From an optimization exercise on the open Yosys and OpenROAD flow, aimed at small area, a short achievable clock period and few clock cycles; shortcuts taken in it are not production practice.
The RTL was checked by simulation tests, not by an equivalence proof against the original design.
Power figures rest on the tool's default switching activity, not on a simulated workload.

==> 12-20 <==
==> flow/design.v <==
module rsa_encrypt
(
  input wire clk,
  input wire rst,
  input wire [12:0] data,
  input wire [2:0] input_data_type,
  output wire [15:0] output_data,
  output wire ready
);
    reg [12:0] n;
    reg [12:0] e;
    reg [7:0]  m;
    reg [12:0] acc;
    reg [12:0] p;
    reg [3:0]  idx;
    reg [3:0]  eidx;
    reg        op_mul;
    reg        busy;
    reg        start;
    assign ready = ~busy;
    assign output_data = {3'b000, acc};
    function [3:0] msb13(input [12:0] w);
        integer i;
        begin
            msb13 = 4'd0;
            for (i = 1; i < 13; i = i + 1)
                if (w[i]) msb13 = i[3:0];
        end
    endfunction
    wire [3:0] msbn = msb13(n);
    wire [3:0] msbe = msb13(e);
    wire [3:0] msbm = msb13({5'b00000, m});
    wire [12:0] w   = op_mul ? {5'b00000, m} : acc;
    wire        bit_ = w[idx];
    wire [14:0] s   = {1'b0, p, 1'b0} + (bit_ ? {2'b00, acc} : 15'd0);
    wire [15:0] d1  = {1'b0, s} - {3'b000, n};
    wire [15:0] d2  = {1'b0, s} - {2'b00, n, 1'b0};
    wire [12:0] pn  = ~d2[15] ? d2[12:0] : (~d1[15] ? d1[12:0] : s[12:0]);
    wire accept = ready & (input_data_type == 3'd1);
    wire last   = (idx == 4'd0);
    wire next_mul = ~op_mul & e[eidx];
    always @(posedge clk) begin
        if (rst) begin
            n     <= 13'd3233;
            e     <= 13'd17;
            busy  <= 1'b0;
            start <= 1'b0;
        end else if (~busy) begin
            if (input_data_type == 3'd2) n <= data;
            if (input_data_type == 3'd3) e <= data;
            if (accept) begin
                busy  <= 1'b1;
                start <= 1'b1;
            end
        end else if (start) begin
            start <= 1'b0;
            if (msbe == 4'd0)
                busy <= 1'b0;
        end else if (last & ~next_mul & (eidx == 4'd0)) begin
            busy <= 1'b0;
        end
    end
    always @(posedge clk) begin
        if (~busy) begin
            if (accept) begin
                m   <= data[7:0];
                acc <= {5'b00000, data[7:0]};
            end
        end else if (start) begin
            if (msbe == 4'd0) begin
            end else if ({5'b00000, m} >= n) begin
                acc    <= 13'd1;
                p      <= 13'd0;
                idx    <= msbm;
                op_mul <= 1'b1;
                eidx   <= msbe;
            end else begin
                p      <= (msbn != 4'd0 && acc[msbn]) ? acc : 13'd0;
                idx    <= (msbn != 4'd0) ? msbn - 4'd1 : 4'd0;
                op_mul <= 1'b0;
                eidx   <= msbe - 4'd1;
            end
        end else if (~last) begin
            p   <= pn;
            idx <= idx - 4'd1;
        end else begin
            acc <= pn;
            if (next_mul) begin
                p      <= (msbm != 4'd0) ? pn : 13'd0;
                idx    <= (msbm != 4'd0) ? msbm - 4'd1 : 4'd0;
                op_mul <= 1'b1;
            end else begin
                p      <= (msbn != 4'd0 && pn[msbn]) ? pn : 13'd0;
                idx    <= (msbn != 4'd0) ? msbn - 4'd1 : 4'd0;
                op_mul <= 1'b0;
                eidx   <= eidx - 4'd1;
            end
        end
    end
endmodule
==> flow/run.sh <==
#!/bin/bash
# synth_recipe.tcl (not shown) runs the flow's synth.tcl, then flattens the netlist and writes it again
# the make line also repeats each setting of config.mk as NAME=value (left out here)
make -C /OpenROAD-flow-scripts/flow DESIGN_CONFIG=/design/flow/config.mk WORK_HOME=/design/flow/orfs CLKGATE_MAP_FILE= SYNTH_SCRIPT=/design/flow/synth_recipe.tcl finish
==> flow/config.mk <==
export PLATFORM = sky130hd
export DESIGN_NAME = rsa_encrypt
export DESIGN_NICKNAME = rsa_encrypt
export VERILOG_FILES = /design/flow/design.v
export SDC_FILE = /design/flow/constraint.sdc
export NUM_CORES = 4
export LEC_CHECK = 0
export CAP_MARGIN = 20
export CORE_MARGIN = 2
export CORE_UTILIZATION = 40
export SLEW_MARGIN = 20
==> flow/constraint.sdc <==
create_clock -name core_clock -period 7.0 [get_ports {clk}]
set_input_delay 1.4000 -clock core_clock [delete_from_list [all_inputs] [get_ports {clk}]]
set_output_delay 1.4000 -clock core_clock [all_outputs]
set_load 0.01 [all_outputs]
==> inputs of 06-27, as changes to 12-20 <==
==> flow/design.v (replaced) <==
module rsa_encrypt
(
  input wire clk,
  input wire rst,
  input wire [12:0] data,
  input wire [2:0] input_data_type,
  output wire [15:0] output_data,
  output wire ready
);
    reg [12:0] n;
    reg [12:0] e;
    reg [7:0]  m;
    reg [12:0] acc;
    reg [12:0] p;
    reg [3:0]  idx;
    reg [3:0]  eidx;
    reg        wbit;
    reg        op_mul;
    reg        busy;
    reg        start;    
    reg        prep;     
    assign ready = ~busy;
    assign output_data = {3'b000, acc};
    function [3:0] msb13(input [12:0] w);
        integer i;
        begin
            msb13 = 4'd0;
            for (i = 1; i < 13; i = i + 1)
                if (w[i]) msb13 = i[3:0];
        end
    endfunction
    function below13(input [12:0] w);
        integer i;
        begin
            below13 = w[0];
            for (i = 1; i < 13; i = i + 1)
                if (w[i]) below13 = w[i-1];
        end
    endfunction
    wire [3:0] msbe  = msb13(e);
    wire [3:0] msbm  = msb13({5'b00000, m});
    wire [3:0] msba  = msb13(acc);
    wire [3:0] msbd  = msb13({5'b00000, data[7:0]});
    wire       m_gt1 = (msbm != 4'd0);
    wire       a_gt1 = (msba != 4'd0);
    wire       d_gt1 = (msbd != 4'd0);
    wire [15:0] a2  = {2'b00, p, 1'b0};
    wire [15:0] ba  = wbit ? {3'b000, acc} : 16'd0;
    wire [15:0] nn1 = ~{3'b000, n};
    wire [15:0] nn2 = ~{2'b00, n, 1'b0};
    wire [15:0] x1  = a2 ^ ba ^ nn1;
    wire [15:0] c1  = (a2 & ba) | (a2 & nn1) | (ba & nn1);
    wire [15:0] x2  = a2 ^ ba ^ nn2;
    wire [15:0] c2  = (a2 & ba) | (a2 & nn2) | (ba & nn2);
    wire [15:0] s   = a2 + ba;
    wire [15:0] d1  = x1 + {c1[14:0], 1'b1};
    wire [15:0] d2  = x2 + {c2[14:0], 1'b1};
    wire        ge2 = ~d2[15];
    wire        ge1 = ~d1[15];
    wire [12:0] pn  = ge2 ? d2[12:0] : (ge1 ? d1[12:0] : s[12:0]);
    wire accept   = ready & (input_data_type == 3'd1);
    wire e_one    = (msbe == 4'd0);
    wire last     = (idx == 4'd0);
    wire next_mul = ~op_mul & e[eidx] & m_gt1;
    wire [3:0]  idx1 = idx - 4'd1;
    wire [12:0] w    = op_mul ? {5'b00000, m} : acc;
    wire reduce   = start & ({5'b00000, m} >= n);
    wire finish   = ~reduce & ~prep & last & ~next_mul & (eidx == 4'd0);
    always @(posedge clk) begin
        if (rst) begin
            n     <= 13'd3233;
            e     <= 13'd17;
            busy  <= 1'b0;
            start <= 1'b0;
            prep  <= 1'b0;
        end else if (~busy) begin
            if (input_data_type == 3'd2) n <= data;
            if (input_data_type == 3'd3) e <= data;
            if (accept & ~e_one) begin
                busy  <= 1'b1;
                start <= 1'b1;
            end
        end else begin
            start <= 1'b0;
            prep  <= ~reduce & ~prep & last & ~next_mul & (eidx != 4'd0);
            if (finish)
                busy <= 1'b0;
        end
    end
    always @(posedge clk) begin
        if (~busy) begin
            if (accept) begin
                m   <= data[7:0];
                acc <= {5'b00000, data[7:0]};
            end
        end else if (reduce) begin
            acc <= 13'd1;
        end else if (~prep & last) begin
            acc <= pn;
        end
    end
    always @(posedge clk) begin
        if (~busy) begin
            op_mul <= 1'b0;
            eidx   <= msbe - 4'd1;
        end else if (reduce) begin
            op_mul <= 1'b1;
            eidx   <= msbe;
        end else if (~prep & last) begin
            op_mul <= next_mul;
            if (~next_mul)
                eidx <= eidx - 4'd1;
        end
    end
    always @(posedge clk) begin
        p    <= pn;
        idx  <= idx1;
        wbit <= w[idx1];
        if (~busy) begin
            p    <= d_gt1 ? {5'b00000, data[7:0]} : 13'd0;
            idx  <= d_gt1 ? msbd - 4'd1 : 4'd0;
            wbit <= below13({5'b00000, data[7:0]});
        end else if (reduce) begin
            p    <= 13'd0;
            idx  <= msbm;
            wbit <= 1'b1;
        end else if (prep) begin
            p    <= a_gt1 ? acc : 13'd0;
            idx  <= a_gt1 ? msba - 4'd1 : 4'd0;
            wbit <= below13(acc);
        end else if (last & next_mul) begin
            p    <= pn;
            idx  <= msbm - 4'd1;
            wbit <= below13({5'b00000, m});
        end
    end
endmodule
==> flow/flow/run.sh (new file) <==
#!/bin/bash
# Standard layout, with the port buffers made of buf_1 cells instead of the
# automatically chosen delay buffers. The whole make output goes to
# standard_make.log; ORFS's own per-step logs are under orfs/logs/.
set -euo pipefail
bash standard.sh "BUFFER_PORTS_ARGS=-buffer_cell sky130_fd_sc_hd__buf_1" finish > standard_make.log 2>&1
==> flow/standard.sh (new file) <==
#!/bin/bash
# synth_recipe.tcl (not shown) runs the flow's synth.tcl, then flattens the netlist and writes it again
# the make line also repeats each setting of config.mk as NAME=value (left out here)
make -C /OpenROAD-flow-scripts/flow DESIGN_CONFIG=/design/flow/config.mk WORK_HOME=/design/flow/orfs CLKGATE_MAP_FILE= SYNTH_SCRIPT=/design/flow/synth_recipe.tcl "${@:-finish}"
--- a/flow/config.mk
+++ b/flow/config.mk
@@ -9,3 +9,6 @@
 export CORE_MARGIN = 2
 export CORE_UTILIZATION = 40
+export CTS_BUF_LIST = sky130_fd_sc_hd__clkbuf_4 sky130_fd_sc_hd__clkbuf_8
+export GPL_TIMING_DRIVEN = 0
+export SETUP_SLACK_MARGIN = 3.6
 export SLEW_MARGIN = 20
removed: flow/run.sh
==> summary of the runs <==
- Power: 12-20 is larger than 06-27 (about 9%).
- Of 12-20 and 06-27, 12-20 has the higher critical path depth (gap 8).
- Of 12-20 and 06-27, 06-27 has the higher fmax (gap about 47%, measured against 06-27).
- Of 06-27 and 12-20, 06-27 has the higher setup slack (gap 3100 ps).
- In 06-27 the cell count is larger than in 12-20, by about 3.4%.
- Clock skew: 12-20 is lower than 06-27 (0.90 ps).
- Clock power: 06-27 is smaller than 12-20 (about 36%).
- Of 06-27 and 12-20, 06-27 has the higher flip-flop and latch count (gap 2).
==> figures <==
quantity                                                                           06-27                    12-20
Average vias per placed instance                                                    5.63                     5.95
Seq area share                                                                     22.4%                    24.3%
DP Worst Slack                                                                   2700 ps                -0.371 ps
Run status                                                       complete, no violations  complete, no violations
Routed met2 length                                                               9.00 mm                  10.3 mm
Ratio of cells with drive above 1 in the final layout                              13.9%                    12.5%
Logic gate share of total power                                                    57.6%                    53.2%
Final Instance Area                                                          0.00767 mm2              0.00762 mm2
Met2 usage                                                                         35.5%                    41.3%
Post-Syn Area per Cell                                                          8.40 um2                 8.59 um2
M1 WL                                                                            9.57 mm                  9.08 mm
Final total power                                                                1.91 mW                  2.09 mW
Sink Count                                                                            73                       71
Synthesized-area fraction occupied by ao, oa, aoi and oai cells                    23.2%                    24.8%
Final Core Density                                                                 47.9%                    46.5%
Layout clock area frac                                                             2.17%                    4.02%
Signal buffers share of area                                                       6.21%                    6.63%
Testbench counts of 12-20, summed over its fixed seeds: cycles 41,850.
Testbench counts of 06-27, summed over its fixed seeds: cycles 37,062.

-- port drivers added, routing unchanged --
No port has a modelled driver above. Below, the same layouts with a new extraction and two added sets of constraints. Step 1, drivers: a clkbuf_16 drives clk and a buf_2 each remaining input, both assumed. Step 2, shift: input delay + t, output delay - t, t = (earliest + latest rising clock arrival at the registers) / 2. This alone moves slack from input paths to output paths. Three values: no drivers, after step 1, after step 2; two values: the first two.
run | t, ns | slack for setup (ns) | worst register clock-pin slew, ns
12-20 | 0.383 | 0.474 / 0.474 / 0.474 | 0.06 / 0.06
06-27 | 0.395 | 3.552 / 3.552 / 3.387 | 0.08 / 0.08
After both steps setup and hold are still met in every run listed. For 06-27, which loses most, drivers alone change the setup slack by 0.000 ns; drivers and shift together by -0.165 ns.
